This is an optimization exercise on Yosys and OpenROAD, whose aim is small area and a short achievable clock period, not a production implementation.
At most, simulation tests tie the RTL to the original design; equivalence was not proved.
For runs 2 to 4, only the layout was checked, not whether the RTL still works.
No activity file was given, so power comes from the tool's default toggle rates.

## flow/config.mk

```make
export PLATFORM = sky130hd
export DESIGN_NAME = scarf_2_edge_counters
export DESIGN_NICKNAME = scarf_2_edge_counters
export VERILOG_FILES = /design/flow/design.v
export SDC_FILE = /design/flow/constraint.sdc
export NUM_CORES = 4
export LEC_CHECK = 0
export CAP_MARGIN = 20
export CORE_MARGIN = 2
export CORE_UTILIZATION = 40
export CTS_BUF_LIST = sky130_fd_sc_hd__clkbuf_8
export CTS_CLUSTER_DIAMETER = 60
export CTS_CLUSTER_SIZE = 30
export SETUP_SLACK_MARGIN = 2.9
export SLEW_MARGIN = 20
export TNS_END_PERCENT = 5
```

## flow/constraint.sdc

```tcl
create_clock -name core_clock -period 6.0 [get_ports {clk}]
set_input_delay 1.2000 -clock core_clock [delete_from_list [all_inputs] [get_ports {clk}]]
set_output_delay 1.2000 -clock core_clock [all_outputs]
set_load 0.01 [all_outputs]
```

## flow/design.v

```verilog
module synchronizer(
    input  logic clk,
    input  logic rst_n,
    input  logic data_in,
    output logic data_out
    );
  logic ff_1;
  always_ff @(posedge clk) begin
    ff_1     <= rst_n & data_in;
    data_out <= rst_n & ff_1;
  end
endmodule
module edge_counter
  #( parameter W = 32 )
  ( input  logic	    clk,
    input  logic	    rst_n,
    input  logic	    gpio_in,
    input  logic        enable,
    input  logic        trig_enable,
    input  logic	    trig_in,
    output logic	    trig_out,
    input  logic	    cfg_trig_out,
    input  logic	    cfg_in_inv,
    output logic [W-1:0] d1_count,
    output logic [W-1:0] d2_count,
    output logic [W-1:0] d3_count,
    output logic [W-1:0] d1_next,    
    output logic [W-1:0] d2_next,
    output logic [W-1:0] d3_next
    );
  logic s;           
  logic act;         
  logic nz1, nz2, nz3, h3, trig_out_hold;
  logic start1, done1, done2;
  logic inc1, inc2, inc3;
  synchronizer u_synchronizer_gpio_in
    ( .clk      (clk),
      .rst_n    (rst_n),
      .data_in  (cfg_in_inv ^ gpio_in),
      .data_out (s)
     );
  assign act    = s ^ trig_enable;
  assign start1 = (trig_in & trig_enable) | s;
  assign done1  = nz1 & ~act;
  assign done2  = nz2 & act;
  assign inc1 = nz1 ? (act  & ~nz2 & ~(&d1_count)) : start1;
  assign inc2 = nz2 ? (~act & ~nz3 & ~(&d2_count)) : done1;
  assign inc3 = nz3 ? (act  & ~h3  & ~(&d3_count)) : done2;
  function automatic [W-1:0] incr(input [W-1:0] q, input logic c);
    logic [W-1:0] r;
    logic [W-1:0] m;
    for (int i = 0; i < W; i++) begin
      m = '0;
      for (int j = 0; j < i; j++) m[j] = 1'b1;
      r[i] = q[i] ^ (c & (&(q | ~m)));
    end
    incr = r;
  endfunction
  logic clear_n;
  assign clear_n = rst_n & enable;
  assign d1_next = clear_n ? incr(d1_count, inc1) : '0;
  assign d2_next = clear_n ? incr(d2_count, inc2) : '0;
  assign d3_next = clear_n ? incr(d3_count, inc3) : '0;
  always_ff @(posedge clk) begin
    d1_count      <= d1_next;
    d2_count      <= d2_next;
    d3_count      <= d3_next;
    nz1           <= clear_n & (nz1 | start1);
    nz2           <= clear_n & (nz2 | done1);
    nz3           <= clear_n & (nz3 | done2);
    h3            <= clear_n & (h3 | (nz3 & ~act));
    trig_out      <= clear_n & ~trig_out_hold &
                     ((~cfg_trig_out & ~nz1 & s) | (cfg_trig_out & nz1 & ~s));
    trig_out_hold <= clear_n & (trig_out_hold | trig_out);
  end
endmodule
module scarf_regmap_2_edge_counters
  ( input  logic	    clk,
    input  logic	    rst_n_sync,
    input  logic  [7:0] data_in,
    input  logic	    data_in_valid,
    input  logic	    data_in_finished,
    input  logic  [6:0] slave_id,
    input  logic        rnw,
    output logic  [7:0] read_data_out,
    output logic  [3:0] cfg_trig_out,
    output logic  [3:0] cfg_in_inv,
    output logic  [3:0] enable,
    output logic  [3:0] trig_enable,
    input  logic [31:0] d1_next_0,
    input  logic [31:0] d2_next_0,
    input  logic [31:0] d3_next_0,
    input  logic [31:0] d1_next_1,
    input  logic [31:0] d2_next_1,
    input  logic [31:0] d3_next_1
    );
    parameter SLAVE_ID    = 7'h03;
    parameter MAX_ADDRESS = 6'd25;
    logic [7:0] reg0, reg1, reg0_n, reg1_n;
    logic [5:0] address, address_n;
    logic       first_byte, first_n;
    logic       final_byte, final_n;
    logic [7:0] rd_q, rd_n, byte_n;
    logic       valid_slave, vb, valid_write;
    assign valid_slave = (slave_id == SLAVE_ID);
    assign vb          = valid_slave && data_in_valid;
    assign valid_write = vb && (!rnw) && (!first_byte) && (!final_byte);
    always_comb begin
      first_n   = first_byte;
      final_n   = final_byte;
      address_n = address;
      if (data_in_finished) begin
        first_n   = 1'b1;
        final_n   = 1'b0;
        address_n = 6'd0;
      end else if (vb) begin
        first_n = 1'b0;
        if (first_byte)                  address_n = data_in[5:0];
        else if (address < MAX_ADDRESS)  address_n = address + 1'b1;
        if (!first_byte && (address == MAX_ADDRESS)) final_n = 1'b1;
      end
    end
    assign reg0_n = !rst_n_sync ? 8'd0 : (valid_write && (address == 6'd0)) ? data_in : reg0;
    assign reg1_n = !rst_n_sync ? 8'd0 : (valid_write && (address == 6'd1)) ? data_in : reg1;
    always_comb
      case (address_n)
        6'd0:    byte_n = reg0_n;
        6'd1:    byte_n = reg1_n;
        6'd2:    byte_n = d1_next_0[7:0];
        6'd3:    byte_n = d1_next_0[15:8];
        6'd4:    byte_n = d1_next_0[23:16];
        6'd5:    byte_n = d1_next_0[31:24];
        6'd6:    byte_n = d2_next_0[7:0];
        6'd7:    byte_n = d2_next_0[15:8];
        6'd8:    byte_n = d2_next_0[23:16];
        6'd9:    byte_n = d2_next_0[31:24];
        6'd10:   byte_n = d3_next_0[7:0];
        6'd11:   byte_n = d3_next_0[15:8];
        6'd12:   byte_n = d3_next_0[23:16];
        6'd13:   byte_n = d3_next_0[31:24];
        6'd14:   byte_n = d1_next_1[7:0];
        6'd15:   byte_n = d1_next_1[15:8];
        6'd16:   byte_n = d1_next_1[23:16];
        6'd17:   byte_n = d1_next_1[31:24];
        6'd18:   byte_n = d2_next_1[7:0];
        6'd19:   byte_n = d2_next_1[15:8];
        6'd20:   byte_n = d2_next_1[23:16];
        6'd21:   byte_n = d2_next_1[31:24];
        6'd22:   byte_n = d3_next_1[7:0];
        6'd23:   byte_n = d3_next_1[15:8];
        6'd24:   byte_n = d3_next_1[23:16];
        6'd25:   byte_n = d3_next_1[31:24];
        default: byte_n = 8'd0;
      endcase
    assign rd_n = first_n ? {1'b0, SLAVE_ID} : (final_n ? 8'd0 : byte_n);
    always_ff @(posedge clk) begin
      first_byte <= !rst_n_sync || first_n;
      final_byte <= rst_n_sync && final_n;
      address    <= rst_n_sync ? address_n : 6'd0;
      reg0       <= reg0_n;
      reg1       <= reg1_n;
    end
    always_ff @(posedge clk, negedge rst_n_sync)
      if (~rst_n_sync) rd_q <= {1'b0, SLAVE_ID};
      else             rd_q <= rd_n;
    assign read_data_out = (valid_slave && rnw) ? rd_q : 8'd0;
    always_comb begin
      enable       = reg0[3:0];
      trig_enable  = reg0[7:4];
      cfg_in_inv   = reg1[3:0];
      cfg_trig_out = reg1[7:4];
    end
endmodule
module scarf_2_edge_counters
  ( input  logic        clk,
    input  logic        rst_n_sync,
    input  logic  [7:0] data_in,
    input  logic        data_in_valid,
    input  logic        data_in_finished,
    input  logic  [6:0] slave_id,
    input  logic        rnw,
    output logic  [7:0] read_data_out,
    input  logic        gpio_0_in,
    input  logic        gpio_1_in
    );
   parameter SLAVE_ID = 7'd03;
   logic        trig_out_0;
   logic        trig_out_1;
   logic  [3:0] cfg_trig_out;
   logic  [3:0] cfg_in_inv;
   logic  [3:0] enable;
   logic  [3:0] trig_enable;
   logic [31:0] d1_count_0, d2_count_0, d3_count_0;
   logic [31:0] d1_count_1, d2_count_1, d3_count_1;
   logic [31:0] d1_next_0, d2_next_0, d3_next_0;
   logic [31:0] d1_next_1, d2_next_1, d3_next_1;
   scarf_regmap_2_edge_counters
   # ( .SLAVE_ID( SLAVE_ID ) )
   u_scarf_regmap_4_edge_counters
     ( .clk,
       .rst_n_sync,
       .data_in,
       .data_in_valid,
       .data_in_finished,
       .slave_id,
       .rnw,
       .read_data_out,
       .cfg_trig_out,
       .cfg_in_inv,
       .enable,
       .trig_enable,
       .d1_next_0,
       .d2_next_0,
       .d3_next_0,
       .d1_next_1,
       .d2_next_1,
       .d3_next_1
      );
   edge_counter u_edge_counter_0
     ( .clk,
       .rst_n               (rst_n_sync),
       .gpio_in             (gpio_0_in),
       .enable              (enable[0]),
       .trig_enable         (trig_enable[0]),
       .trig_in             (trig_out_1),
       .trig_out            (trig_out_0),
       .cfg_trig_out        (cfg_trig_out[0]),
       .cfg_in_inv          (cfg_in_inv[0]),
       .d1_count            (d1_count_0),
       .d2_count            (d2_count_0),
       .d3_count            (d3_count_0),
       .d1_next             (d1_next_0),
       .d2_next             (d2_next_0),
       .d3_next             (d3_next_0)
       );
   edge_counter u_edge_counter_1
     ( .clk,
       .rst_n               (rst_n_sync),
       .gpio_in             (gpio_1_in),
       .enable              (enable[1]),
       .trig_enable         (trig_enable[1]),
       .trig_in             (trig_out_0),
       .trig_out            (trig_out_1),
       .cfg_trig_out        (cfg_trig_out[1]),
       .cfg_in_inv          (cfg_in_inv[1]),
       .d1_count            (d1_count_1),
       .d2_count            (d2_count_1),
       .d3_count            (d3_count_1),
       .d1_next             (d1_next_1),
       .d2_next             (d2_next_1),
       .d3_next             (d3_next_1)
       );
endmodule
```

## flow/flow/run.sh

```bash
#!/bin/bash
# Standard layout, with slow wide OR cells (and for some versions other
# stacked cells) added to the don't-use list so that synthesis maps the
# read-data logic to faster gates. Each tool's output stays in orfs/logs.
set -euo pipefail
EXTRA=" sky130_fd_sc_hd__or4_1 sky130_fd_sc_hd__or4_2 sky130_fd_sc_hd__or4_4 sky130_fd_sc_hd__or4b_1 sky130_fd_sc_hd__or4b_2 sky130_fd_sc_hd__or4b_4 sky130_fd_sc_hd__or4bb_1 sky130_fd_sc_hd__or4bb_2 sky130_fd_sc_hd__or4bb_4 sky130_fd_sc_hd__or3_1 sky130_fd_sc_hd__or3_2 sky130_fd_sc_hd__or3_4 sky130_fd_sc_hd__or3b_1 sky130_fd_sc_hd__or3b_2 sky130_fd_sc_hd__or3b_4"
PLATFORM_DONT_USE="sky130_fd_sc_hd__probe_p_8 sky130_fd_sc_hd__probec_p_8 sky130_fd_sc_hd__lpflow_bleeder_1 sky130_fd_sc_hd__lpflow_clkbufkapwr_1 sky130_fd_sc_hd__lpflow_clkbufkapwr_16 sky130_fd_sc_hd__lpflow_clkbufkapwr_2 sky130_fd_sc_hd__lpflow_clkbufkapwr_4 sky130_fd_sc_hd__lpflow_clkbufkapwr_8 sky130_fd_sc_hd__lpflow_clkinvkapwr_1 sky130_fd_sc_hd__lpflow_clkinvkapwr_16 sky130_fd_sc_hd__lpflow_clkinvkapwr_2 sky130_fd_sc_hd__lpflow_clkinvkapwr_4 sky130_fd_sc_hd__lpflow_clkinvkapwr_8 sky130_fd_sc_hd__lpflow_decapkapwr_12 sky130_fd_sc_hd__lpflow_decapkapwr_3 sky130_fd_sc_hd__lpflow_decapkapwr_4 sky130_fd_sc_hd__lpflow_decapkapwr_6 sky130_fd_sc_hd__lpflow_decapkapwr_8 sky130_fd_sc_hd__lpflow_inputiso0n_1 sky130_fd_sc_hd__lpflow_inputiso0p_1 sky130_fd_sc_hd__lpflow_inputiso1n_1 sky130_fd_sc_hd__lpflow_inputiso1p_1 sky130_fd_sc_hd__lpflow_inputisolatch_1 sky130_fd_sc_hd__lpflow_isobufsrc_1 sky130_fd_sc_hd__lpflow_isobufsrc_16 sky130_fd_sc_hd__lpflow_isobufsrc_2 sky130_fd_sc_hd__lpflow_isobufsrc_4 sky130_fd_sc_hd__lpflow_isobufsrc_8 sky130_fd_sc_hd__lpflow_isobufsrckapwr_16 sky130_fd_sc_hd__lpflow_lsbuf_lh_hl_isowell_tap_1 sky130_fd_sc_hd__lpflow_lsbuf_lh_hl_isowell_tap_2 sky130_fd_sc_hd__lpflow_lsbuf_lh_hl_isowell_tap_4 sky130_fd_sc_hd__lpflow_lsbuf_lh_isowell_4 sky130_fd_sc_hd__lpflow_lsbuf_lh_isowell_tap_1 sky130_fd_sc_hd__lpflow_lsbuf_lh_isowell_tap_2 sky130_fd_sc_hd__lpflow_lsbuf_lh_isowell_tap_4 "
bash standard.sh DONT_USE_CELLS="$PLATFORM_DONT_USE $EXTRA" finish > standard.log 2>&1
```

## flow/standard.sh

```bash
#!/bin/bash
# synth_recipe.tcl (not shown) runs the flow's synth.tcl, then flattens the netlist and writes it again
# the make line also repeats each setting of config.mk as NAME=value (left out here)
make -C /OpenROAD-flow-scripts/flow DESIGN_CONFIG=/design/flow/config.mk WORK_HOME=/design/flow/orfs CLKGATE_MAP_FILE= SYNTH_SCRIPT=/design/flow/synth_recipe.tcl "${@:-finish}"
```

==> results of run 1 <==
[per-stage QoR]
stage / cells / total power [mW] / util (%)
floorplan: 1544 / 1.66 / -
global placement: 1928 / 1.68 / 43.1
detailed placement: 1928 / 1.68 / 43.1
CTS: 2012 / 2.91 / 46.5
global route: 2024 / 2.99 / 47.4
finish: 2024 / 2.88 / 47.4
[synth_stat cells (6+ instances only)]
library cell | number | area (um2)
sky130_fd_sc_hd__or2_2 | 6 | 37.5
sky130_fd_sc_hd__nand4_1 | 68 | 425
sky130_fd_sc_hd__nor2_1 | 243 | 912
sky130_fd_sc_hd__inv_1 | 30 | 113
sky130_fd_sc_hd__dfrtp_1 | 6 | 150
sky130_fd_sc_hd__clkbuf_1 | 30 | 113
sky130_fd_sc_hd__buf_2 | 19 | 95.1
sky130_fd_sc_hd__and2_1 | 39 | 244
sky130_fd_sc_hd__o211ai_1 | 11 | 82.6
sky130_fd_sc_hd__nor2b_1 | 20 | 125
sky130_fd_sc_hd__xnor2_1 | 70 | 613
sky130_fd_sc_hd__nand3_1 | 81 | 405
sky130_fd_sc_hd__mux2i_1 | 20 | 200
sky130_fd_sc_hd__dfxtp_1 | 232 | 4640
sky130_fd_sc_hd__o2bb2ai_1 | 7 | 61.3
sky130_fd_sc_hd__a21oi_1 | 35 | 175
sky130_fd_sc_hd__ha_1 | 10 | 125
sky130_fd_sc_hd__a22o_1 | 8 | 70.1
sky130_fd_sc_hd__nor3_1 | 57 | 285
sky130_fd_sc_hd__nor4_1 | 23 | 144
sky130_fd_sc_hd__o21ai_0 | 8 | 40.0
sky130_fd_sc_hd__o21ai_1 | 7 | 35.0
sky130_fd_sc_hd__o211a_1 | 6 | 60.1
sky130_fd_sc_hd__buf_1 | 6 | 22.5
sky130_fd_sc_hd__a211oi_1 | 14 | 105
sky130_fd_sc_hd__a21o_1 | 6 | 45.0
sky130_fd_sc_hd__and4_1 | 29 | 254
sky130_fd_sc_hd__xor2_1 | 92 | 806
sky130_fd_sc_hd__nand4b_1 | 8 | 70.1
sky130_fd_sc_hd__a22oi_1 | 11 | 82.6
sky130_fd_sc_hd__a31oi_1 | 21 | 131
sky130_fd_sc_hd__and3_1 | 51 | 319
sky130_fd_sc_hd__nand2_1 | 127 | 477
[area by class of cell]
| class | instances | share of cell area, % |
|---|---|---|
| Multi-Input combinational cell | 1219 | 54.7 |
| Sequential cell | 240 | 32.3 |
| Timing Repair Buffer | 88 | 4.90 |
| Tap cell | 402 | 3.35 |
| Clock buffer | 25 | 2.29 |
| Clock inverter | 20 | 1.69 |
| Inverter | 30 | 0.750 |
[worst register-to-register path, cell delays in order (launching register included)]
cell and delay (ns):
sky130_fd_sc_hd__dfxtp_1 0.53, sky130_fd_sc_hd__inv_1 0.19, sky130_fd_sc_hd__ha_1 0.29, sky130_fd_sc_hd__nand2b_4 0.10
sky130_fd_sc_hd__a31oi_1 0.20, sky130_fd_sc_hd__o211ai_1 0.42, sky130_fd_sc_hd__nand2_1 0.25, sky130_fd_sc_hd__nor3_4 0.30
sky130_fd_sc_hd__nand2_1 0.24, sky130_fd_sc_hd__nor2_1 0.40, sky130_fd_sc_hd__a22o_1 0.21, sky130_fd_sc_hd__a21oi_1 0.06
sky130_fd_sc_hd__a31oi_1 0.18
[what timing repair did]
item,in CTS,in global routing
cloned,1,0
gates resized for setup,102,42
pin swaps,20,13
setup buffers,38,12
setup endpoints to repair,16,17
[report_power, final]
group,total [mW],switching [mW],internal (mW)
clock,1.23,0.757,0.473
sequential,1.60,0.00189,1.59
combinational,0.0561,0.0319,0.0242
total,2.88,0.791,2.09
[logic make-up (layout without fill, tap and decap cells)]
| group | Yosys count | count (layout) | share of synthesized area [%] |
|---|---|---|---|
| DFF | 240 | 240 | 37.4 |
| xor gates and xnor gates | 164 | 164 | 11.2 |
| muxes | 21 | 21 | 1.63 |
| buffers and inverters | 86 | 163 | 2.73 |
| and+or+nand+nor | 801 | 802 | 32.3 |
| adders and majority gates | 10 | 10 | 0.966 |
| AOI/OAI and AO/OA | 222 | 222 | 13.7 |
[worst paths after layout]
path	start	end	slack, ns	depth (start not counted)
min	u_edge_counter_0.trig_out_hold$_DFF_P_	u_edge_counter_0.trig_out$_DFF_P_	0.39	1
min in group asynchronous	rst_n_sync	u_scarf_regmap_4_edge_counters.rd_q[6]$_DFF_PN0_	0.56	1
max	slave_id[4]	read_data_out[6]	2.46	7
max in group asynchronous	rst_n_sync	u_scarf_regmap_4_edge_counters.rd_q[1]$_DFF_PN1_	5.07	1
max reg2reg	u_scarf_regmap_4_edge_counters.address[0]$_SDFF_PN0_	u_scarf_regmap_4_edge_counters.rd_q[2]$_DFF_PN0_	2.54	12
min reg2reg	u_edge_counter_0.trig_out_hold$_DFF_P_	u_edge_counter_0.trig_out$_DFF_P_	0.39	1
[routing by layer]
layer / up-vias / GRT usage (%)
met4: 0 / 9.15
li1: 5724 / -
met1: 5915 / 37.5
met2: 513 / 41.4
met3: 114 / 5.41
met5: - / 0
[layout by cell type, fill, tap and decap left out, types with 7 or more instances in the layout]
master                              n
sky130_fd_sc_hd__xor2_1            91
sky130_fd_sc_hd__buf_6             10
sky130_fd_sc_hd__clkdlybuf4s50_1   10
sky130_fd_sc_hd__ha_1              10
sky130_fd_sc_hd__nand2_1          121
sky130_fd_sc_hd__buf_4             51
sky130_fd_sc_hd__clkbuf_8          25
sky130_fd_sc_hd__nor3_1            52
sky130_fd_sc_hd__and3_1            48
sky130_fd_sc_hd__buf_2              8
sky130_fd_sc_hd__a22o_1             8
sky130_fd_sc_hd__nand3_1           78
sky130_fd_sc_hd__nor4_1            21
sky130_fd_sc_hd__nand4_1           68
sky130_fd_sc_hd__and2_1            35
sky130_fd_sc_hd__a22oi_1            9
sky130_fd_sc_hd__nor3_4             7
sky130_fd_sc_hd__nor2b_1           20
sky130_fd_sc_hd__o21ai_0            8
sky130_fd_sc_hd__o211ai_1          11
sky130_fd_sc_hd__a211oi_1          13
sky130_fd_sc_hd__dfxtp_1          230
sky130_fd_sc_hd__a21oi_1           32
sky130_fd_sc_hd__xnor2_1           70
sky130_fd_sc_hd__a31oi_1           20
sky130_fd_sc_hd__inv_1             31
sky130_fd_sc_hd__and4_1            27
sky130_fd_sc_hd__mux2i_1           20
sky130_fd_sc_hd__nand4b_1           8
sky130_fd_sc_hd__nor2_1           236
[registers in the layout, summed over array words and instances, names as in the netlist, 6 cells and up]
signal	flops
u_edge_counter_0.d1_count	32
u_edge_counter_0.d2_count	32
u_edge_counter_0.d3_count	32
u_edge_counter_1.d1_count	32
u_edge_counter_1.d2_count	32
u_edge_counter_1.d3_count	32
u_scarf_regmap_4_edge_counters.rd_q	8
u_scarf_regmap_4_edge_counters.reg0	8
u_scarf_regmap_4_edge_counters.reg1	8
u_scarf_regmap_4_edge_counters.address	6
==> results.sh, run 1 <==
export IMPL_yosys_register_bits=240
export IMPL_core_box_area_um2=31700
export IMPL_dp_slack_ns=1.16
export IMPL_port_buffer_count=29
export IMPL_critical_path_max_stage_delay_ns=0.32
export IMPL_layout_drive_gt1_share_pct=14.5
export IMPL_dominantRegCellSynth="sky130_fd_sc_hd__dfxtp_1"
export IMPL_synthArstFlopShare_pct=3.33
export IMPL_max_clock_freq_ghz=0.283
export IMPL_timing_final_setup_violations=0
export IMPL_cts_buffer_depth=3
export IMPL_cp_cell_sequence="buf_6 > and4bb_4 > and3_4 > buf_6 > buf_6 > and2_4 > buf_6"
export IMPL_met2WireLength_um=19900
export IMPL_die_height_um=184
export IMPL_total_negative_setup_slacks_ns=0
export IMPL_power_density_nw_per_um2=192
export IMPL_finalWorstSetupSlack_ns=2.46
export IMPL_clk_pin_slew_worst_paths_ns=0.12
export IMPL_floorplan_io_pins=30
export IMPL_crit_path_end_kind="primary output"
export IMPL_route_layer_met1_wl_um=20500
export IMPL_mappedNetlistNets=1576
export IMPL_synth_distinct_cells=99
export IMPL_drt_wl_total_um=46300
export IMPL_initial_core_utilization_pct=40.8
export IMPL_layout_area_overhead_vs_synth_pct=16.0
export IMPL_cpLargestDelayFamily="simple AND/OR/NAND/NOR gates"
export IMPL_route_detailed_drc=0
export IMPL_yosysWarnings=3
export IMPL_worst_hold_slack_after_final_layout_ns=0.393
export IMPL_count_of_maximum_capacitance_violations=0
export IMPL_design_final_nets=1636
export IMPL_grt_pass1_wl_um=69300
export IMPL_final_hold_violation_count=0
export IMPL_drtAntennaViolNets=0
export IMPL_overflow_after_grt=0
export IMPL_syn_area_per_cell_um2=8.39
export IMPL_finalCriticalPeriod_ns=3.54
export IMPL_row_count=65
export IMPL_arrival_time_reported_for_the_critical_path_endpoint_ns=2.34
export IMPL_cp_max_fo=4
export IMPL_seq_area_frac_synth_pct=37.4
export IMPL_cts_tree="done"
export IMPL_gr_usage_all_layers_pct=26.9
export IMPL_timing_critical_path_mode_cell="sky130_fd_sc_hd__buf_6"
export IMPL_gp_congestion=1.01
export IMPL_cp_buffers_inverters=4
export IMPL_final_max_slew_violation_count=0
export IMPL_clock_latency_ns=0.60
export IMPL_die_x_um=184
export IMPL_detail_route_first_pass_iterations=8
export IMPL_layout_worst_path_cycle_share_pct=58.9
export IMPL_postLayoutCellArea_um2=15000
export IMPL_cts_made_buffers=25
export IMPL_holdCritPathClass="register to register"
export IMPL_first_global_vias=11300
export IMPL_wl_met3_um=4080
export IMPL_cts_hold_fix_buffers=0
export IMPL_crit_path_top_delay_cell="sky130_fd_sc_hd__and4bb_4"
export IMPL_drt_iter0_markers=1239
export IMPL_synth_edff_count=0
export IMPL_via_per_inst=6.06
export IMPL_rsz0062_at_grt="yes"
export IMPL_routed_top_layer="met4"
export IMPL_multiInputGateArea_um2=8220
export IMPL_required_ns=4.80
export IMPL_worst_pin_slew_ns=0.827
export IMPL_post_synth_instance_area_um2=12900
export IMPL_htreeDepth=1
export IMPL_placed_cell_area_um2=13700
export IMPL_critical_path_class="primary input to primary output"
export IMPL_leakage_power_nw=4.87
export IMPL_clock_skew_after_layout_ns=0.0298
export IMPL_post_dp_hpwl_um=35700
export IMPL_peakVddDrop_mv=0.191
export IMPL_grt_antenna_before_repair=0
export IMPL_routed_via_count=12300
export IMPL_insertedDiodeCount=0
export IMPL_maximum_number_of_pins_on_one_net_before_global_route_repair=65
export IMPL_synthesis_instances=1544
export IMPL_outcome="timing/DRC/antenna clean"
export IMPL_wire_per_inst_um=22.9
export IMPL_root_buffer="sky130_fd_sc_hd__clkbuf_8"
export IMPL_worst_setup_sp_type="primary input"
export IMPL_clock_sink_count=240
export IMPL_design_die_area_um2=33800
export IMPL_sequential_cell_area_um2=4850
export IMPL_fill_count=3099
export IMPL_timing_max_slew_rel_slack_pct=44.9
==> inputs of run 2 (changes only) <==
--- a/flow/design.v
+++ b/flow/design.v
@@ -49,9 +49,14 @@
   function automatic [W-1:0] incr(input [W-1:0] q, input logic c);
     logic [W-1:0] r;
-    logic [W-1:0] m;
+    logic [W/4-1:0] grp;
+    logic         k;
+    for (int g = 0; g < W/4; g++) grp[g] = &q[g*4 +: 4];
     for (int i = 0; i < W; i++) begin
-      m = '0;
-      for (int j = 0; j < i; j++) m[j] = 1'b1;
-      r[i] = q[i] ^ (c & (&(q | ~m)));
+      if (i % 4 == 0) begin
+        k = c;
+        for (int g = 0; g < i/4; g++) k = k & grp[g];
+      end
+      r[i] = q[i] ^ k;
+      k    = k & q[i];
     end
     incr = r;
--- a/flow/config.mk
+++ b/flow/config.mk
@@ -9,8 +9,4 @@
 export CORE_MARGIN = 2
 export CORE_UTILIZATION = 40
-export CTS_BUF_LIST = sky130_fd_sc_hd__clkbuf_8
-export CTS_CLUSTER_DIAMETER = 60
-export CTS_CLUSTER_SIZE = 30
 export SETUP_SLACK_MARGIN = 2.9
 export SLEW_MARGIN = 20
-export TNS_END_PERCENT = 5
==> run 2 against run 1 <==
Effect of this change: via count shrank 11%; worst setup slack lost 0.048 ns; critical path depth grew 10; still clean on timing, DRC and antenna; critical path type is now register to register; clock skew shrank 0.0075 ns; synthesized area shrank 5.6%; hold slack gained 0.032 ns; count of clock-buffer cells in the layout grew 14; flip-flop and latch count is the same; non-clock buffer count grew 94.
==> results.sh, run 2 <==
export IMPL_outcome="timing/DRC/antenna clean"
export IMPL_gr_usage_all_layers_pct=26.7
export IMPL_cts_hold_fix_buffers=0
export IMPL_synth_top_area_share_pct=38.0
export IMPL_post_synth_instance_area_um2=12200
export IMPL_total_negative_setup_slacks_ns=0
export IMPL_route_detailed_drc=0
export IMPL_grt_antenna_before_repair=0
export IMPL_root_buffer="sky130_fd_sc_hd__clkbuf_16"
export IMPL_clock_latency_ns=0.55
export IMPL_insertedDiodeCount=0
export IMPL_cts_buffer_depth=3
export IMPL_synth_edff_count=0
export IMPL_overflow_after_grt=0
export IMPL_wire_per_inst_um=23.0
export IMPL_peakVddDrop_mv=0.184
export IMPL_first_global_vias=10600
export IMPL_cts_made_buffers=28
export IMPL_drtAntennaViolNets=0
export IMPL_yosys_register_bits=240
export IMPL_row_count=63
export IMPL_post_synth_top_area_cell="sky130_fd_sc_hd__dfxtp_1"
export IMPL_grt_pass1_wl_um=64400
export IMPL_final_max_slew_violation_count=0
export IMPL_synthArstFlopShare_pct=3.33
export IMPL_yosysWarnings=3
export IMPL_leakage_power_nw=7.06
export IMPL_clock_sink_count=240
export IMPL_fill_count=2621
export IMPL_layout_worst_path_cycle_share_pct=59.7
export IMPL_synthesis_instances=1300
export IMPL_worst_setup_sp_type="register"
export IMPL_placed_cell_area_um2=12800
export IMPL_die_x_um=179
export IMPL_routed_via_count=10900
export IMPL_gp_congestion=1.02
export IMPL_timing_max_slew_rel_slack_pct=43.7
export IMPL_drt_wl_total_um=42700
export IMPL_finalCriticalPeriod_ns=3.58
export IMPL_power_density_nw_per_um2=206
export IMPL_holdCritPathClass="register to register"
export IMPL_core_box_area_um2=29900
export IMPL_timing_final_setup_violations=0
export IMPL_cp_max_fo=3
export IMPL_detail_route_first_pass_iterations=7
export IMPL_multiInputGateArea_um2=8070
export IMPL_initial_core_utilization_pct=40.9
export IMPL_crit_path_end_kind="register"
export IMPL_post_dp_hpwl_um=30200
export IMPL_port_buffer_count=29
export IMPL_postLayoutCellArea_um2=16000
export IMPL_rsz0062_at_grt="yes"
export IMPL_layout_area_overhead_vs_synth_pct=31.2
export IMPL_design_final_nets=1617
export IMPL_htreeDepth=1
export IMPL_design_die_area_um2=32000
export IMPL_die_height_um=179
export IMPL_seq_area_frac_synth_pct=39.7
export IMPL_arrival_time_reported_for_the_critical_path_endpoint_ns=3.97
export IMPL_via_per_inst=5.84
export IMPL_yosysMostFrequentCell="sky130_fd_sc_hd__dfxtp_1"
export IMPL_mostFrequentLayoutCell="sky130_fd_sc_hd__dfxtp_1"
export IMPL_sequential_cell_area_um2=4870
export IMPL_synthTopCellsByArea="sky130_fd_sc_hd__dfxtp_1 38%, sky130_fd_sc_hd__ha_1 15%, sky130_fd_sc_hd__and3_1 7.1%"
export IMPL_count_of_maximum_capacitance_violations=0
export IMPL_synth_distinct_cells=82
export IMPL_required_ns=6.39
export IMPL_final_hold_violation_count=0
export IMPL_critical_path_class="register to register"
export IMPL_dominantRegCellSynth="sky130_fd_sc_hd__dfxtp_1"
export IMPL_max_clock_freq_ghz=0.279
export IMPL_drt_iter0_markers=1166
export IMPL_cts_tree="done"
export IMPL_floorplan_io_pins=30
export IMPL_layout_common_cells="212 x sky130_fd_sc_hd__dfxtp_1, 131 x sky130_fd_sc_hd__ha_1, 128 x sky130_fd_sc_hd__and3_1"
export IMPL_worst_pin_slew_ns=0.840
export IMPL_maximum_number_of_pins_on_one_net_before_global_route_repair=75
export IMPL_layout_drive_gt1_share_pct=29.1
export IMPL_clock_skew_after_layout_ns=0.0223
export IMPL_clk_pin_slew_worst_paths_ns=0.06
export IMPL_mappedNetlistNets=1470
export IMPL_postLayoutCoreUtil_pct=53.7
export IMPL_syn_area_per_cell_um2=9.40
export IMPL_worst_hold_slack_after_final_layout_ns=0.425
export IMPL_post_synth_most_frequent_cells="232 x sky130_fd_sc_hd__dfxtp_1, 148 x sky130_fd_sc_hd__ha_1, 138 x sky130_fd_sc_hd__and3_1"
[run 2: cell count changes in the layout (fill, tap and decap cells not counted), sizes merged, moves of 18 or more]
cell / previous run / this run
and2: 41 / 20
and3: 51 / 138
nor3: 63 / 42
buf: 71 / 169
nand2: 129 / 76
xor2: 92 / 3
nor2: 245 / 125
and4: 29 / 5
xnor2: 72 / 50
nand3: 81 / 43
ha: 10 / 148
nand4: 70 / 52
[run 2: metrics by stage]
step / setup slack [ns] / power, mW / instances
6_report: 2.42 / 3.30 / 1859
5_1_grt: 2.32 / 3.40 / 1859
4_1_cts: 2.45 / 3.32 / 1820
3_5_place_dp: 1.11 / 1.69 / 1665
3_3_place_gp: 1.09 / 1.69 / 1665
2_1_floorplan: 2.64 / 1.66 / 1300
[run 2: power breakdown]
group	switching, mW	leakage, nW	total [mW]	internal, mW
Combinational	0.0457	4.65	0.0730	0.0273
Sequential	0.00166	1.98	1.60	1.60
Clock	0.687	0.429	1.63	0.943
[run 2: final timing paths]
check / startpoint / end / slack (ns) / depth (start not counted)
min reg2reg: u_edge_counter_1.trig_out_hold$_DFF_P_ / u_edge_counter_1.trig_out$_DFF_P_ / 0.42 / 1
min in group asynchronous: rst_n_sync / u_scarf_regmap_4_edge_counters.rd_q[4]$_DFF_PN0_ / 1.07 / 2
max reg2reg: u_edge_counter_1.d1_count[3]$_DFF_P_ / u_scarf_regmap_4_edge_counters.rd_q[7]$_DFF_PN0_ / 2.42 / 17
max in group asynchronous: rst_n_sync / u_scarf_regmap_4_edge_counters.rd_q[3]$_DFF_PN0_ / 4.46 / 2
min: u_edge_counter_1.trig_out_hold$_DFF_P_ / u_edge_counter_1.trig_out$_DFF_P_ / 0.42 / 1
max: u_edge_counter_1.d1_count[3]$_DFF_P_ / u_scarf_regmap_4_edge_counters.rd_q[7]$_DFF_PN0_ / 2.42 / 17
[run 2: per-layer routing]
| metal | GRT usage (%) | share of wire [%] |
|---|---|---|
| met5 | 0 | 0 |
| met4 | 10.4 | 4.9 |
| met3 | 4.35 | 7.9 |
| met2 | 41.3 | 43 |
| met1 | 37.1 | 44 |
[run 2: final cells by class]
type                            instances  area share (%)
Clock buffer                           39            4.82
Clock inverter                         13           0.617
Inverter                               32           0.765
Multi-Input combinational cell        963            50.4
Sequential cell                       240            30.4
Tap cell                              390            3.04
Timing Repair Buffer                  182            10.0
[run 2: cell families after synthesis]
family,after synthesis,synth area share [%]
compound gates,171,10.8
xor+xnor,53,3.80
fa+ha+maj,148,15.2
buf+inv,98,3.34
flops,240,39.7
mux,30,2.48
simple gates,560,24.7
[run 2: what timing repair did]
item | in CTS | in global routing
resized for setup | 284 | 64
setup buffers | 102 | 39
pin swaps | 96 | 52
endpoints found under the setup margin | 54 | 16
gates cloned | 1 | 0
[run 2: critical path, stage by stage, from the launching register on]
cell                        delay [ns]
sky130_fd_sc_hd__dfxtp_1          0.35
sky130_fd_sc_hd__nand4_1          0.27
sky130_fd_sc_hd__nor3_4           0.38
sky130_fd_sc_hd__a221oi_2         0.11
sky130_fd_sc_hd__nor2b_2          0.17
sky130_fd_sc_hd__a21oi_4          0.07
sky130_fd_sc_hd__nand2b_1         0.15
sky130_fd_sc_hd__inv_1            0.06
sky130_fd_sc_hd__ha_2             0.19
sky130_fd_sc_hd__ha_4             0.16
sky130_fd_sc_hd__ha_4             0.15
sky130_fd_sc_hd__xnor2_2          0.19
sky130_fd_sc_hd__nor2_4           0.08
sky130_fd_sc_hd__mux2i_2          0.26
sky130_fd_sc_hd__nor3_2           0.10
sky130_fd_sc_hd__a2111oi_2        0.30
sky130_fd_sc_hd__o2111a_1         0.30
sky130_fd_sc_hd__a41oi_2          0.11
==> inputs of run 3 (changes only) <==
--- a/flow/config.mk
+++ b/flow/config.mk
@@ -11,2 +11,3 @@
 export SETUP_SLACK_MARGIN = 2.9
 export SLEW_MARGIN = 20
+export TNS_END_PERCENT = 5
==> run 3 against run 2 <==
Effect of this change: still clean; first-iteration DRC count fell by 26%; power increased by 5.0%; non-clock buffer count shrank 52; critical path type unchanged; highest routed layer unchanged.
==> results.sh, run 3 <==
export IMPL_outcome="timing/DRC/antenna clean"
export IMPL_row_count=63
export IMPL_via_per_inst=5.83
export IMPL_synth_top_area_share_pct=38.0
export IMPL_die_x_um=179
export IMPL_htreeDepth=1
export IMPL_met1_usage_pct=35.9
export IMPL_detail_route_first_pass_iterations=5
export IMPL_critical_path_class="register to register"
export IMPL_reg2reg_from="u_edge_counter_0.d1_count[3]$_DFF_P_"
export IMPL_count_of_maximum_capacitance_violations=0
export IMPL_post_synth_top_area_cell="sky130_fd_sc_hd__dfxtp_1"
export IMPL_drtAntennaViolNets=0
export IMPL_peakVddDrop_mv=0.224
export IMPL_final_max_slew_violation_count=0
export IMPL_final_hold_violation_count=0
export IMPL_grt_pass1_wl_um=62700
export IMPL_r2r_slack_ns=2.36
export IMPL_holdCritPathClass="register to register"
export IMPL_synthesis_instances=1300
export IMPL_drt_wl_total_um=41800
export IMPL_leakage_power_nw=6.76
export IMPL_dp_slack_ns=1.07
export IMPL_design_final_nets=1565
export IMPL_gr_usage_all_layers_pct=26.2
export IMPL_grt_util_met3_pct=4.39
export IMPL_power_frac_seq_pct=46.1
export IMPL_layout_common_cells="212 x sky130_fd_sc_hd__dfxtp_1, 130 x sky130_fd_sc_hd__ha_1, 129 x sky130_fd_sc_hd__and3_1"
export IMPL_worst_hold_path_endpoint="u_edge_counter_1.trig_out$_DFF_P_"
export IMPL_clock_sink_count=240
export IMPL_cts_hold_fix_buffers=0
export IMPL_timing_max_slew_rel_slack_pct=39.9
export IMPL_mappedNetlistNets=1470
export IMPL_route_detailed_drc=0
export IMPL_root_buffer="sky130_fd_sc_hd__clkbuf_16"
export IMPL_finalWorstSetupSlack_ns=2.36
export IMPL_dominantRegCellSynth="sky130_fd_sc_hd__dfxtp_1"
export IMPL_mostFrequentLayoutCell="sky130_fd_sc_hd__dfxtp_1"
export IMPL_synthTopCellsByArea="sky130_fd_sc_hd__dfxtp_1 38%, sky130_fd_sc_hd__ha_1 15%, sky130_fd_sc_hd__and3_1 7.1%"
export IMPL_timing_final_setup_violations=0
export IMPL_initial_core_utilization_pct=40.9
export IMPL_switching_power_uw=737
export IMPL_worst_setup_sp_type="register"
export IMPL_power_density_nw_per_um2=226
export IMPL_cell_depth_of_the_worst_hold_path=1
export IMPL_clock_latency_ns=0.54
export IMPL_cts_tree="done"
export IMPL_layout_drive_gt1_share_pct=23.9
export IMPL_worst_pin_slew_ns=0.900
export IMPL_total_negative_setup_slacks_ns=0
export IMPL_required_ns=6.39
export IMPL_clock_skew_after_layout_ns=0.0166
export IMPL_insertedDiodeCount=0
export IMPL_floorplan_io_pins=30
export IMPL_wire_per_inst_um=23.2
export IMPL_r2r_worst_path_cells=18
export IMPL_seq_area_frac_synth_pct=39.7
export IMPL_die_height_um=179
export IMPL_endpoint_of_the_lowest_slack_register_to_register_path="u_scarf_regmap_4_edge_counters.rd_q[6]$_DFF_PN0_"
export IMPL_post_dp_hpwl_um=30100
export IMPL_design_die_area_um2=32000
export IMPL_maximum_number_of_pins_on_one_net_before_global_route_repair=59
export IMPL_post_synth_instance_area_um2=12200
export IMPL_port_buffer_count=29
export IMPL_drt_iter0_markers=861
export IMPL_yosysWarnings=3
export IMPL_yosys_register_bits=240
export IMPL_core_box_area_um2=29900
export IMPL_syn_area_per_cell_um2=9.40
export IMPL_p_total_mw=3.46
export IMPL_cts_buffer_depth=3
export IMPL_finalCriticalPeriod_ns=3.64
export IMPL_post_synth_most_frequent_cells="232 x sky130_fd_sc_hd__dfxtp_1, 148 x sky130_fd_sc_hd__ha_1, 138 x sky130_fd_sc_hd__and3_1"
export IMPL_cell_internal_pwr_mw=2.73
export IMPL_layout_worst_path_cycle_share_pct=60.7
export IMPL_grt_busiest_layer="met2"
export IMPL_synthArstFlopShare_pct=3.33
export IMPL_synth_distinct_cells=82
export IMPL_cts_made_buffers=27
export IMPL_overflow_after_grt=0
export IMPL_grt_antenna_before_repair=1
export IMPL_worst_hold_startpoint="u_edge_counter_1.trig_out_hold$_DFF_P_"
export IMPL_routed_via_count=10500
export IMPL_cp_max_fo=4
export IMPL_rsz0062_at_grt="yes"
export IMPL_max_clock_freq_ghz=0.274
export IMPL_gp_congestion=0.943
export IMPL_clk_pin_slew_worst_paths_ns=0.06
export IMPL_p_sw_share_pct=21.3
export IMPL_arrival_time_reported_for_the_critical_path_endpoint_ns=4.03
export IMPL_synth_edff_count=0
export IMPL_crit_path_end_kind="register"
export IMPL_fill_count=2686
export IMPL_layout_area_overhead_vs_synth_pct=25.6
export IMPL_global_route_usage_met2_pct=42.2
export IMPL_power_combinational_fraction_pct=2.0
export IMPL_part_of_the_power_in_the_clock_network_pct=52.0
export IMPL_first_global_vias=10300
export IMPL_yosysMostFrequentCell="sky130_fd_sc_hd__dfxtp_1"
==> run 3: cell counts after synthesis <==
No cell type changed its count.
==> run 3: logic make-up (layout without fill, tap and decap cells) <==
family / count (synthesis) / count (layout) / share of synthesized area (%)
simple gates: 560 / 562 / 24.7
flops: 240 / 240 / 39.7
compound gates: 171 / 171 / 10.8
fa+ha+maj: 148 / 148 / 15.2
buf+inv: 98 / 211 / 3.34
xor+xnor: 53 / 53 / 3.80
mux: 30 / 30 / 2.48
==> run 3: power groups by stage <==
| stage | clock (mW) | combinational (mW) | sequential [mW] |
|---|---|---|---|
| after floorplan | 0 | 0.0282 | 1.63 |
| final | 1.80 | 0.0679 | 1.60 |
| after global routing | 1.88 | 0.0723 | 1.60 |
| after CTS | 1.82 | 0.0640 | 1.60 |
| after global placement | 0 | 0.0581 | 1.63 |
| after detailed placement | 0 | 0.0581 | 1.63 |
==> run 3: worst max-delay path, stage by stage (launching register included) <==
cell and delay, ns:
sky130_fd_sc_hd__dfxtp_2 0.33, sky130_fd_sc_hd__nand4_1 0.21, sky130_fd_sc_hd__nor3_2 0.21, sky130_fd_sc_hd__nand2_1 0.13
sky130_fd_sc_hd__or2_4 0.31, sky130_fd_sc_hd__o21ai_2 0.11, sky130_fd_sc_hd__a21o_2 0.17, sky130_fd_sc_hd__buf_12 0.11
sky130_fd_sc_hd__nor2_4 0.03, sky130_fd_sc_hd__ha_4 0.15, sky130_fd_sc_hd__ha_4 0.16, sky130_fd_sc_hd__ha_4 0.22
sky130_fd_sc_hd__and3_4 0.19, sky130_fd_sc_hd__mux2i_4 0.20, sky130_fd_sc_hd__nor3_4 0.07, sky130_fd_sc_hd__a221oi_4 0.24
sky130_fd_sc_hd__nand4_1 0.19, sky130_fd_sc_hd__nor4_2 0.32, sky130_fd_sc_hd__a31oi_1 0.12
==> run 3: layout make-up <==
class | instances | area [um2] | share of cell area [%]
well taps | 390 | 488 | 3.18
repair buffers | 130 | 1080 | 7.06
inverters | 32 | 120 | 0.783
clock inverters | 12 | 174 | 1.13
multi-input cells | 964 | 7800 | 50.9
clock buffers | 37 | 803 | 5.23
flip-flops and latches | 240 | 4870 | 31.7
==> run 3: worst max path at each step <==
stage / start / endpoint / slack, ns / cells after the start
floorplan: slave_id[5] / u_scarf_regmap_4_edge_counters.rd_q[7]$_DFF_PN0_ / 2.64 / 10
finish: u_edge_counter_0.d1_count[3]$_DFF_P_ / u_scarf_regmap_4_edge_counters.rd_q[6]$_DFF_PN0_ / 2.36 / 18
global route: u_edge_counter_0.d1_count[3]$_DFF_P_ / u_scarf_regmap_4_edge_counters.rd_q[6]$_DFF_PN0_ / 2.23 / 18
CTS: slave_id[2] / read_data_out[3] / 2.44 / 7
global placement: slave_id[4] / u_scarf_regmap_4_edge_counters.rd_q[3]$_DFF_PN0_ / 1.12 / 10
detailed placement: data_in_valid / u_scarf_regmap_4_edge_counters.rd_q[3]$_DFF_PN0_ / 1.07 / 10
==> run 3: metal layers <==
metal,share of wire (%),up-vias,wire (um)
met1,45,5167,19000
met5,0,-,0
met3,6.0,75,2520
li1,-,4935,-
met2,45,350,18900
met4,3.3,0,1380
==> run 3: timing repair <==
action                     in CTS  in global routing
cloned                          2                  0
setup endpoints to repair      60                 18
gates resized for setup       176                 77
setup buffers                  68                 18
pin swaps                      51                 56
==> run 3: through the flow <==
stage	instances	util [%]	hold slack, ns	cell area (um2)
floorplan	1300	-	0.402	12200
finish	1805	51.4	0.426	15300
global route	1805	51.4	0.446	15300
detailed placement	1668	42.9	0.415	12800
global placement	1668	42.9	0.412	12800
CTS	1787	49.6	0.427	14800
==> inputs of run 4 (changes only) <==
--- a/flow/config.mk
+++ b/flow/config.mk
@@ -9,5 +9,5 @@
 export CORE_MARGIN = 2
 export CORE_UTILIZATION = 40
-export SETUP_SLACK_MARGIN = 2.9
+export SETUP_SLACK_MARGIN = 2.6
 export SLEW_MARGIN = 20
 export TNS_END_PERCENT = 5
==> run 4 against run 3 <==
Effect of this change: still clean on timing, DRC and antenna; sequential power is essentially flat; first-iteration DRC count is 24% higher; critical path depth rose by 3; highest routed layer unchanged.
==> results.sh, run 4 <==
export IMPL_floorplan_io_pins=30
export IMPL_synthTopCellsByArea="sky130_fd_sc_hd__dfxtp_1 38%, sky130_fd_sc_hd__ha_1 15%, sky130_fd_sc_hd__and3_1 7.1%"
export IMPL_cts_tree="done"
export IMPL_root_buffer="sky130_fd_sc_hd__clkbuf_16"
export IMPL_post_dp_hpwl_um=30500
export IMPL_required_ns=6.38
export IMPL_r2r_worst_path_cells=21
export IMPL_layout_worst_path_cycle_share_pct=60.2
export IMPL_grt_pass1_wl_um=61900
export IMPL_synthesis_instances=1300
export IMPL_maximum_number_of_pins_on_one_net_before_global_route_repair=74
export IMPL_mappedNetlistNets=1470
export IMPL_finalCriticalPeriod_ns=3.61
export IMPL_yosysMostFrequentCell="sky130_fd_sc_hd__dfxtp_1"
export IMPL_design_die_area_um2=32000
export IMPL_yosys_register_bits=240
export IMPL_clock_skew_after_layout_ns=0.0141
export IMPL_dominantRegCellSynth="sky130_fd_sc_hd__dfxtp_1"
export IMPL_dp_slack_ns=1.11
export IMPL_finalWorstSetupSlack_ns=2.39
export IMPL_wire_per_inst_um=23.1
export IMPL_cell_depth_of_the_worst_hold_path=1
export IMPL_place_inst=1671
export IMPL_post_synth_most_frequent_cells="232 x sky130_fd_sc_hd__dfxtp_1, 148 x sky130_fd_sc_hd__ha_1, 138 x sky130_fd_sc_hd__and3_1"
export IMPL_clk_pin_slew_worst_paths_ns=0.06
export IMPL_cts_made_buffers=27
export IMPL_initial_core_utilization_pct=40.9
export IMPL_yosysWarnings=3
export IMPL_gr_usage_all_layers_pct=25.9
export IMPL_synth_top_area_share_pct=38.0
export IMPL_total_negative_setup_slacks_ns=0
export IMPL_instances_no_fill=1793
export IMPL_layout_drive_gt1_share_pct=22.8
export IMPL_seq_area_frac_synth_pct=39.7
export IMPL_clock_sink_count=240
export IMPL_final_max_slew_violation_count=0
export IMPL_postLayoutCellArea_um2=15100
export IMPL_route_detailed_drc=0
export IMPL_crit_path_top_delay_cell="sky130_fd_sc_hd__nor4_2"
export IMPL_peakVddDrop_mv=0.192
export IMPL_crit_path_end_kind="register"
export IMPL_cp_cell_sequence="nand4_1 > buf_4 > buf_4 > buf_4 > buf_4 > buf_4 > buf_4 > buf_4 > buf_4 > buf_4 > buf_6 > buf_6 > nor2_4 > ha_4 > ha_4 > ha_4 > and3_4 > a22oi_2 > o211ai_1 > nor4_2 > a41oi_2"
export IMPL_insertedDiodeCount=0
export IMPL_synth_distinct_cells=82
export IMPL_critical_path_max_stage_delay_ns=0.39
export IMPL_drt_iter0_markers=1069
export IMPL_via_per_inst=5.80
export IMPL_design_final_nets=1556
export IMPL_core_box_area_um2=29900
export IMPL_die_x_um=179
export IMPL_max_clock_freq_ghz=0.277
export IMPL_p_total_mw=3.18
export IMPL_mostFrequentLayoutCell="sky130_fd_sc_hd__dfxtp_1"
export IMPL_post_synth_top_area_cell="sky130_fd_sc_hd__dfxtp_1"
export IMPL_holdCritPathClass="register to register"
export IMPL_synthArstFlopShare_pct=3.33
export IMPL_arrival_time_reported_for_the_critical_path_endpoint_ns=3.99
export IMPL_r2r_slack_ns=2.39
export IMPL_detail_route_first_pass_iterations=5
export IMPL_timing_final_setup_violations=0
export IMPL_syn_area_per_cell_um2=9.40
export IMPL_clock_latency_ns=0.54
export IMPL_reg2reg_from="u_edge_counter_1.d1_count[6]$_DFF_P_"
export IMPL_placed_cell_area_um2=12800
export IMPL_critical_path_class="register to register"
export IMPL_timing_critical_path_mode_cell="sky130_fd_sc_hd__buf_4"
export IMPL_timing_max_slew_rel_slack_pct=40.0
export IMPL_layout_common_cells="209 x sky130_fd_sc_hd__dfxtp_1, 129 x sky130_fd_sc_hd__and3_1, 128 x sky130_fd_sc_hd__ha_1"
export IMPL_die_height_um=179
export IMPL_synth_edff_count=0
export IMPL_outcome="timing/DRC/antenna clean"
export IMPL_cts_buffer_depth=3
export IMPL_cp_max_fo=2
export IMPL_power_density_nw_per_um2=210
export IMPL_post_synth_instance_area_um2=12200
export IMPL_htreeDepth=1
export IMPL_final_hold_violation_count=0
export IMPL_crit_path_start="u_edge_counter_1.d1_count[6]$_DFF_P_"
export IMPL_endpoint_of_the_lowest_slack_register_to_register_path="u_scarf_regmap_4_edge_counters.rd_q[2]$_DFF_PN0_"
export IMPL_worst_setup_path_endpoint="u_scarf_regmap_4_edge_counters.rd_q[2]$_DFF_PN0_"
export IMPL_rsz0062_at_grt="yes"
export IMPL_leakage_power_nw=6.66
export IMPL_count_of_maximum_capacitance_violations=0
export IMPL_layout_area_overhead_vs_synth_pct=23.8
export IMPL_worst_setup_sp_type="register"
export IMPL_port_buffer_count=29
export IMPL_grt_antenna_before_repair=1
export IMPL_gp_congestion=1.04
export IMPL_drtAntennaViolNets=0
export IMPL_worst_pin_slew_ns=0.899
export IMPL_overflow_after_grt=0
export IMPL_routed_via_count=10400
export IMPL_first_global_vias=10200
export IMPL_drt_wl_total_um=41400
export IMPL_row_count=63
-- run 4: changes by cell type in the layout (fill, tap and decap cells not counted), sizes merged, moves of 3 or more --
cell and delta:
buf -12, bufinv -4, clkbuf +3, dlygate4sd2 +3
-- run 4: kinds of logic (layout without fill, tap and decap cells) --
kind of cell             Yosys count  after routing  share of synthesized area, %
XOR/XNOR                          53             53                          3.80
flip-flops                       240            240                          39.7
buffers and inverters             98            200                          3.34
AND/OR/NAND/NOR                  560            561                          24.7
multiplexers                      30             30                          2.48
AO/OA/AOI/OAI                    171            171                          10.8
adder cells (fa/ha/maj)          148            148                          15.2
-- run 4: area by class of cell --
cell class | count | area, um2
fillers | 2771 | 14800
multi-input cells | 963 | 7790
flip-flops and latches | 240 | 4880
repair buffers | 122 | 1050
clock buffers | 39 | 751
well taps | 390 | 488
inverters | 32 | 120
clock inverters | 7 | 41.3
-- run 4: what timing repair did --
| action | in CTS | in global routing |
|---|---|---|
| resized for setup | 164 | 84 |
| buffers inserted | 53 | 22 |
| hold buffers | 0 | 0 |
| setup endpoints to repair | 24 | 16 |
| gates cloned | 1 | 0 |
| pin swaps | 45 | 53 |
-- run 4: worst max-delay path, delay by kind of cell (launching register included) --
family,cells,cell delay [ns]
adders and majority gates,3,0.46
DFF,1,0.33
and+or+nand+nor,4,0.79
AOI/OAI and AO/OA,3,0.53
buffers and inverters,11,1.33
-- run 4: how the worst min path moves through the flow --
| stage | startpoint | to | slack (ns) |
|---|---|---|---|
| 4_1_cts | u_edge_counter_0.trig_out_hold$_DFF_P_ | u_edge_counter_0.trig_out$_DFF_P_ | 0.42 |
| 3_5_place_dp | u_edge_counter_0.trig_out_hold$_DFF_P_ | u_edge_counter_0.trig_out$_DFF_P_ | 0.42 |
| 5_1_grt | u_edge_counter_0.u_synchronizer_gpio_in.ff_1$_DFF_P_ | u_edge_counter_0.u_synchronizer_gpio_in.data_out$_DFF_P_ | 0.45 |
| 6_report | u_edge_counter_0.trig_out_hold$_DFF_P_ | u_edge_counter_0.trig_out$_DFF_P_ | 0.42 |
| 2_1_floorplan | u_edge_counter_0.trig_out_hold$_DFF_P_ | u_edge_counter_0.trig_out$_DFF_P_ | 0.40 |
| 3_3_place_gp | u_edge_counter_0.trig_out_hold$_DFF_P_ | u_edge_counter_0.trig_out$_DFF_P_ | 0.41 |
-- run 4: per-stage QoR --
stage / utilization [%] / hold WS [ns]
after floorplan: - / 0.402
after global placement: 43.0 / 0.406
after detailed placement: 43.0 / 0.419
after CTS: 48.8 / 0.425
after global routing: 50.6 / 0.446
final: 50.6 / 0.422
-- run 4: report_power, final --
part           total (mW)  switching, mW  internal [mW]
registers            1.60        0.00153           1.60
clock network        1.52          0.656          0.861
logic              0.0671         0.0410         0.0261
-- run 4: per-layer routing --
layer | vias up | GRT usage, % | wire (um)
li1 | 4922 | - | -
met1 | 4971 | 34.5 | 17900
met2 | 402 | 40.6 | 18300
met3 | 99 | 6.19 | 3540
met4 | 0 | 9.65 | 1670
met5 | - | 0 | 0
==> inputs of run 5 (changes only) <==
--- a/flow/design.v
+++ b/flow/design.v
@@ -49,14 +49,9 @@
   function automatic [W-1:0] incr(input [W-1:0] q, input logic c);
     logic [W-1:0] r;
-    logic [W/4-1:0] grp;
-    logic         k;
-    for (int g = 0; g < W/4; g++) grp[g] = &q[g*4 +: 4];
+    logic [W-1:0] m;
     for (int i = 0; i < W; i++) begin
-      if (i % 4 == 0) begin
-        k = c;
-        for (int g = 0; g < i/4; g++) k = k & grp[g];
-      end
-      r[i] = q[i] ^ k;
-      k    = k & q[i];
+      m = '0;
+      for (int j = 0; j < i; j++) m[j] = 1'b1;
+      r[i] = q[i] ^ (c & (&(q | ~m)));
     end
     incr = r;
==> flow/flow/run.sh (replaced) <==
#!/bin/bash
# Standard layout, with slow wide OR cells (and for some versions other
# stacked cells) added to the don't-use list so that synthesis maps the
# read-data logic to faster gates. Each tool's output stays in orfs/logs.
set -euo pipefail
EXTRA=" sky130_fd_sc_hd__or4_1 sky130_fd_sc_hd__or4_2 sky130_fd_sc_hd__or4_4 sky130_fd_sc_hd__or4b_1 sky130_fd_sc_hd__or4b_2 sky130_fd_sc_hd__or4b_4 sky130_fd_sc_hd__or4bb_1 sky130_fd_sc_hd__or4bb_2 sky130_fd_sc_hd__or4bb_4 sky130_fd_sc_hd__or3_1 sky130_fd_sc_hd__or3_2 sky130_fd_sc_hd__or3_4 sky130_fd_sc_hd__or3b_1 sky130_fd_sc_hd__or3b_2 sky130_fd_sc_hd__or3b_4 sky130_fd_sc_hd__nor4_1 sky130_fd_sc_hd__nor4_2 sky130_fd_sc_hd__nor4_4 sky130_fd_sc_hd__nor4b_1 sky130_fd_sc_hd__nor4b_2 sky130_fd_sc_hd__nor4b_4 sky130_fd_sc_hd__nor4bb_1 sky130_fd_sc_hd__nor4bb_2 sky130_fd_sc_hd__nor4bb_4 sky130_fd_sc_hd__o2111ai_1 sky130_fd_sc_hd__o2111ai_2 sky130_fd_sc_hd__o2111ai_4 sky130_fd_sc_hd__o2111a_1 sky130_fd_sc_hd__o2111a_2 sky130_fd_sc_hd__o2111a_4 sky130_fd_sc_hd__a2111oi_0 sky130_fd_sc_hd__a2111oi_1 sky130_fd_sc_hd__a2111oi_2 sky130_fd_sc_hd__a2111oi_4 sky130_fd_sc_hd__a2111o_1 sky130_fd_sc_hd__a2111o_2 sky130_fd_sc_hd__a2111o_4"
PLATFORM_DONT_USE="sky130_fd_sc_hd__probe_p_8 sky130_fd_sc_hd__probec_p_8 sky130_fd_sc_hd__lpflow_bleeder_1 sky130_fd_sc_hd__lpflow_clkbufkapwr_1 sky130_fd_sc_hd__lpflow_clkbufkapwr_16 sky130_fd_sc_hd__lpflow_clkbufkapwr_2 sky130_fd_sc_hd__lpflow_clkbufkapwr_4 sky130_fd_sc_hd__lpflow_clkbufkapwr_8 sky130_fd_sc_hd__lpflow_clkinvkapwr_1 sky130_fd_sc_hd__lpflow_clkinvkapwr_16 sky130_fd_sc_hd__lpflow_clkinvkapwr_2 sky130_fd_sc_hd__lpflow_clkinvkapwr_4 sky130_fd_sc_hd__lpflow_clkinvkapwr_8 sky130_fd_sc_hd__lpflow_decapkapwr_12 sky130_fd_sc_hd__lpflow_decapkapwr_3 sky130_fd_sc_hd__lpflow_decapkapwr_4 sky130_fd_sc_hd__lpflow_decapkapwr_6 sky130_fd_sc_hd__lpflow_decapkapwr_8 sky130_fd_sc_hd__lpflow_inputiso0n_1 sky130_fd_sc_hd__lpflow_inputiso0p_1 sky130_fd_sc_hd__lpflow_inputiso1n_1 sky130_fd_sc_hd__lpflow_inputiso1p_1 sky130_fd_sc_hd__lpflow_inputisolatch_1 sky130_fd_sc_hd__lpflow_isobufsrc_1 sky130_fd_sc_hd__lpflow_isobufsrc_16 sky130_fd_sc_hd__lpflow_isobufsrc_2 sky130_fd_sc_hd__lpflow_isobufsrc_4 sky130_fd_sc_hd__lpflow_isobufsrc_8 sky130_fd_sc_hd__lpflow_isobufsrckapwr_16 sky130_fd_sc_hd__lpflow_lsbuf_lh_hl_isowell_tap_1 sky130_fd_sc_hd__lpflow_lsbuf_lh_hl_isowell_tap_2 sky130_fd_sc_hd__lpflow_lsbuf_lh_hl_isowell_tap_4 sky130_fd_sc_hd__lpflow_lsbuf_lh_isowell_4 sky130_fd_sc_hd__lpflow_lsbuf_lh_isowell_tap_1 sky130_fd_sc_hd__lpflow_lsbuf_lh_isowell_tap_2 sky130_fd_sc_hd__lpflow_lsbuf_lh_isowell_tap_4 "
bash standard.sh DONT_USE_CELLS="$PLATFORM_DONT_USE $EXTRA" finish > standard.log 2>&1
--- a/flow/config.mk
+++ b/flow/config.mk
@@ -9,5 +9,4 @@
 export CORE_MARGIN = 2
 export CORE_UTILIZATION = 40
-export SETUP_SLACK_MARGIN = 2.6
+export SETUP_SLACK_MARGIN = 2.9
 export SLEW_MARGIN = 20
-export TNS_END_PERCENT = 5
==> run 5 against run 4 <==
Effect of this change: non-clock buffer count increased by 6; synthesized cell count increased by 19%; die area increased by 7.5%; power increased by 8.0%; critical path type is now primary input to primary output; largest cell class unchanged.
==> results.sh, run 5 <==
export IMPL_route_detailed_drc=0
export IMPL_yosysMostFrequentCell="sky130_fd_sc_hd__nor2_1"
export IMPL_yosys_register_bits=240
export IMPL_synth_distinct_cells=97
export IMPL_switching_power_uw=751
export IMPL_required_ns=4.80
export IMPL_layout_common_cells="240 x sky130_fd_sc_hd__nor2_1, 232 x sky130_fd_sc_hd__dfxtp_1, 99 x sky130_fd_sc_hd__nand2_1"
export IMPL_clock_skew_after_layout_ns=0.0199
export IMPL_arrival_time_reported_for_the_critical_path_endpoint_ns=2.32
export IMPL_drt_iter0_markers=1360
export IMPL_core_box_area_um2=32500
export IMPL_part_of_the_power_in_the_clock_network_pct=51.5
export IMPL_total_negative_setup_slacks_ns=0
export IMPL_cell_depth_of_the_worst_hold_path=1
export IMPL_r2r_slack_ns=2.65
export IMPL_outcome="timing/DRC/antenna clean"
export IMPL_detail_route_first_pass_iterations=5
export IMPL_clock_sink_count=240
export IMPL_worst_pin_slew_ns=0.848
export IMPL_worst_setup_sp_type="primary input"
export IMPL_mostFrequentLayoutCell="sky130_fd_sc_hd__nor2_1"
export IMPL_layout_drive_gt1_share_pct=19.3
export IMPL_grt_pass1_wl_um=70000
export IMPL_post_synth_most_frequent_cells="251 x sky130_fd_sc_hd__nor2_1, 232 x sky130_fd_sc_hd__dfxtp_1, 109 x sky130_fd_sc_hd__nand2_1"
export IMPL_design_die_area_um2=34400
export IMPL_die_height_um=185
export IMPL_multiInputGateArea_um2=8680
export IMPL_p_total_mw=3.44
export IMPL_timing_final_setup_violations=0
export IMPL_clk_pin_slew_worst_paths_ns=0.06
export IMPL_dp_slack_ns=1.38
export IMPL_sequential_cell_area_um2=4850
export IMPL_htreeDepth=1
export IMPL_timing_max_slew_rel_slack_pct=43.4
export IMPL_mappedNetlistNets=1582
export IMPL_row_count=66
export IMPL_clock_latency_ns=0.56
export IMPL_post_synth_instance_area_um2=13200
export IMPL_die_x_um=185
export IMPL_root_buffer="sky130_fd_sc_hd__clkbuf_16"
export IMPL_cp_max_fo=3
export IMPL_fill_count=3052
export IMPL_overflow_after_grt=0
export IMPL_final_max_slew_violation_count=0
export IMPL_final_hold_violation_count=0
export IMPL_grt_antenna_before_repair=1
export IMPL_synthesis_instances=1550
export IMPL_max_clock_freq_ghz=0.284
export IMPL_first_global_vias=11500
export IMPL_synthTopCellsByArea="sky130_fd_sc_hd__dfxtp_1 35%, sky130_fd_sc_hd__nor2_1 7.2%, sky130_fd_sc_hd__xnor2_1 6.1%"
export IMPL_finalCriticalPeriod_ns=3.52
export IMPL_synth_edff_count=0
export IMPL_layout_area_overhead_vs_synth_pct=24.1
export IMPL_holdCritPathClass="register to register"
export IMPL_post_dp_hpwl_um=36000
export IMPL_cts_made_buffers=28
export IMPL_finalWorstSetupSlack_ns=2.48
export IMPL_drtAntennaViolNets=0
export IMPL_power_combinational_fraction_pct=2.0
export IMPL_cts_buffer_depth=3
export IMPL_rsz0062_at_grt="yes"
export IMPL_gr_usage_all_layers_pct=26.9
export IMPL_initial_core_utilization_pct=40.6
export IMPL_r2r_worst_path_cells=11
export IMPL_power_density_nw_per_um2=211
export IMPL_peakVddDrop_mv=0.199
export IMPL_seq_area_frac_synth_pct=36.8
export IMPL_worst_hold_slack_after_final_layout_ns=0.426
export IMPL_crit_path_end_kind="primary output"
export IMPL_p_sw_share_pct=21.9
export IMPL_maximum_number_of_pins_on_one_net_before_global_route_repair=32
export IMPL_design_final_nets=1685
export IMPL_leakage_power_nw=5.60
export IMPL_layout_worst_path_cycle_share_pct=58.7
export IMPL_cell_internal_pwr_mw=2.69
export IMPL_gp_congestion=1.01
export IMPL_routed_via_count=12700
export IMPL_port_buffer_count=29
export IMPL_count_of_maximum_capacitance_violations=0
export IMPL_dominantRegCellSynth="sky130_fd_sc_hd__dfxtp_1"
export IMPL_synth_top_area_share_pct=35.3
export IMPL_insertedDiodeCount=0
export IMPL_drt_wl_total_um=49100
export IMPL_cts_hold_fix_buffers=0
export IMPL_post_synth_top_area_cell="sky130_fd_sc_hd__dfxtp_1"
export IMPL_via_per_inst=6.01
export IMPL_synthArstFlopShare_pct=3.33
export IMPL_critical_path_class="primary input to primary output"
export IMPL_cts_tree="done"
export IMPL_syn_area_per_cell_um2=8.49
export IMPL_yosysWarnings=3
export IMPL_floorplan_io_pins=30
export IMPL_power_frac_seq_pct=46.5
export IMPL_wire_per_inst_um=23.2
[run 5: final timing paths]
path,from,end
max,slave_id[4],read_data_out[4]
min,u_edge_counter_0.trig_out_hold$_DFF_P_,u_edge_counter_0.trig_out$_DFF_P_
max reg2reg,u_scarf_regmap_4_edge_counters.first_byte$_DFF_P_,u_scarf_regmap_4_edge_counters.rd_q[4]$_DFF_PN0_
min reg2reg,u_edge_counter_0.trig_out_hold$_DFF_P_,u_edge_counter_0.trig_out$_DFF_P_
max in group asynchronous,rst_n_sync,u_scarf_regmap_4_edge_counters.rd_q[0]$_DFF_PN1_
min in group asynchronous,rst_n_sync,u_scarf_regmap_4_edge_counters.rd_q[7]$_DFF_PN0_
[run 5: metrics by stage]
stage	std cells	util, %	instance area, um2
global route	2117	50.3	16300
floorplan	1550	-	13200
detailed placement	1979	42.8	13900
finish	2117	50.3	16300
global placement	1979	42.8	13900
CTS	2050	46.8	15200
[run 5: critical path: stages]
cell                       delay (ns)
sky130_fd_sc_hd__buf_6           0.09
sky130_fd_sc_hd__and4bb_4        0.33
sky130_fd_sc_hd__and3_4          0.26
sky130_fd_sc_hd__buf_6           0.14
sky130_fd_sc_hd__buf_6           0.09
sky130_fd_sc_hd__and2_4          0.13
sky130_fd_sc_hd__buf_6           0.09
[run 5: per-layer routing]
layer / track usage [%] / wire (um)
met1: 37.3 / 21200
met2: 43.1 / 21300
met3: 4.66 / 4340
met4: 7.46 / 2220
met5: 0 / 0
[run 5: power groups by stage]
stage	logic, mW	clock network, mW	registers [mW]
after detailed placement	0.0510	0	1.63
after global routing	0.0719	1.86	1.60
after floorplan	0.0241	0	1.63
final	0.0688	1.77	1.60
after global placement	0.0509	0	1.63
after CTS	0.0539	1.79	1.60
[run 5: repair_timing]
action                     CTS  global route
gates resized for setup    113           119
setup endpoints to repair   16            17
pin swaps                   14            42
cloned                       0             6
buffers inserted            19            61
[run 5: layout make-up]
class	count	share of cell area [%]
multi-input combinational	1233	53.1
sequential	240	29.7
timing repair buffer	128	7.39
clock buffer	39	4.91
tap	442	3.39
clock inverter	13	0.958
inverter	22	0.529
[run 5: logic make-up after synthesis]
kind of cell,synth area share [%]
XOR/XNOR,10.8
buffers and inverters,2.73
adder cells (fa/ha/maj),0.951
AND/OR/NAND/NOR,33.6
AO/OA/AOI/OAI,13.4
flip-flops,36.8
multiplexers,1.60

[port drivers added, routing unchanged]
Ports are ideal in the flow. The routed layouts listed here were re-timed in OpenROAD. Step 1 assumes that a clkbuf_16 drives the clock port and a buf_2 every other input. Step 2 adds t to the input delays and takes it off the output delays; t is the mean of the earliest and latest rising clock arrival at the registers after step 1. Input paths then give back, and output paths get back, about the clock's delay inside the block. a / b / c = no drivers / after step 1 / after step 2; a / b = the first two.
| run | shift t [ns] | setup WS [ns] | clock arrival spread, ns | worst register clock-pin slew, ns | worst slew at a driven data input, ns |
|---|---|---|---|---|---|
| run 1 | 0.634 | 2.464 / 2.434 / 1.889 | 0.029 / 0.030 | 0.12 / 0.12 | 0.06 |
| run 2 | 0.587 | 2.416 / 2.416 / 2.016 | 0.023 / 0.022 | 0.06 / 0.06 | 0.06 |
| run 3 | 0.583 | 2.356 / 2.356 / 1.835 | 0.017 / 0.017 | 0.07 / 0.07 | 0.05 |
| run 4 | 0.589 | 2.385 / 2.385 / 1.830 | 0.015 / 0.015 | 0.06 / 0.06 | 0.05 |
| run 5 | 0.603 | 2.481 / 2.448 / 1.947 | 0.019 / 0.020 | 0.07 / 0.07 | 0.05 |
After both steps every run listed still meets setup and hold. The setup slack of run 1, which loses most, moves by -0.030 ns with the drivers and by -0.575 ns with both steps.
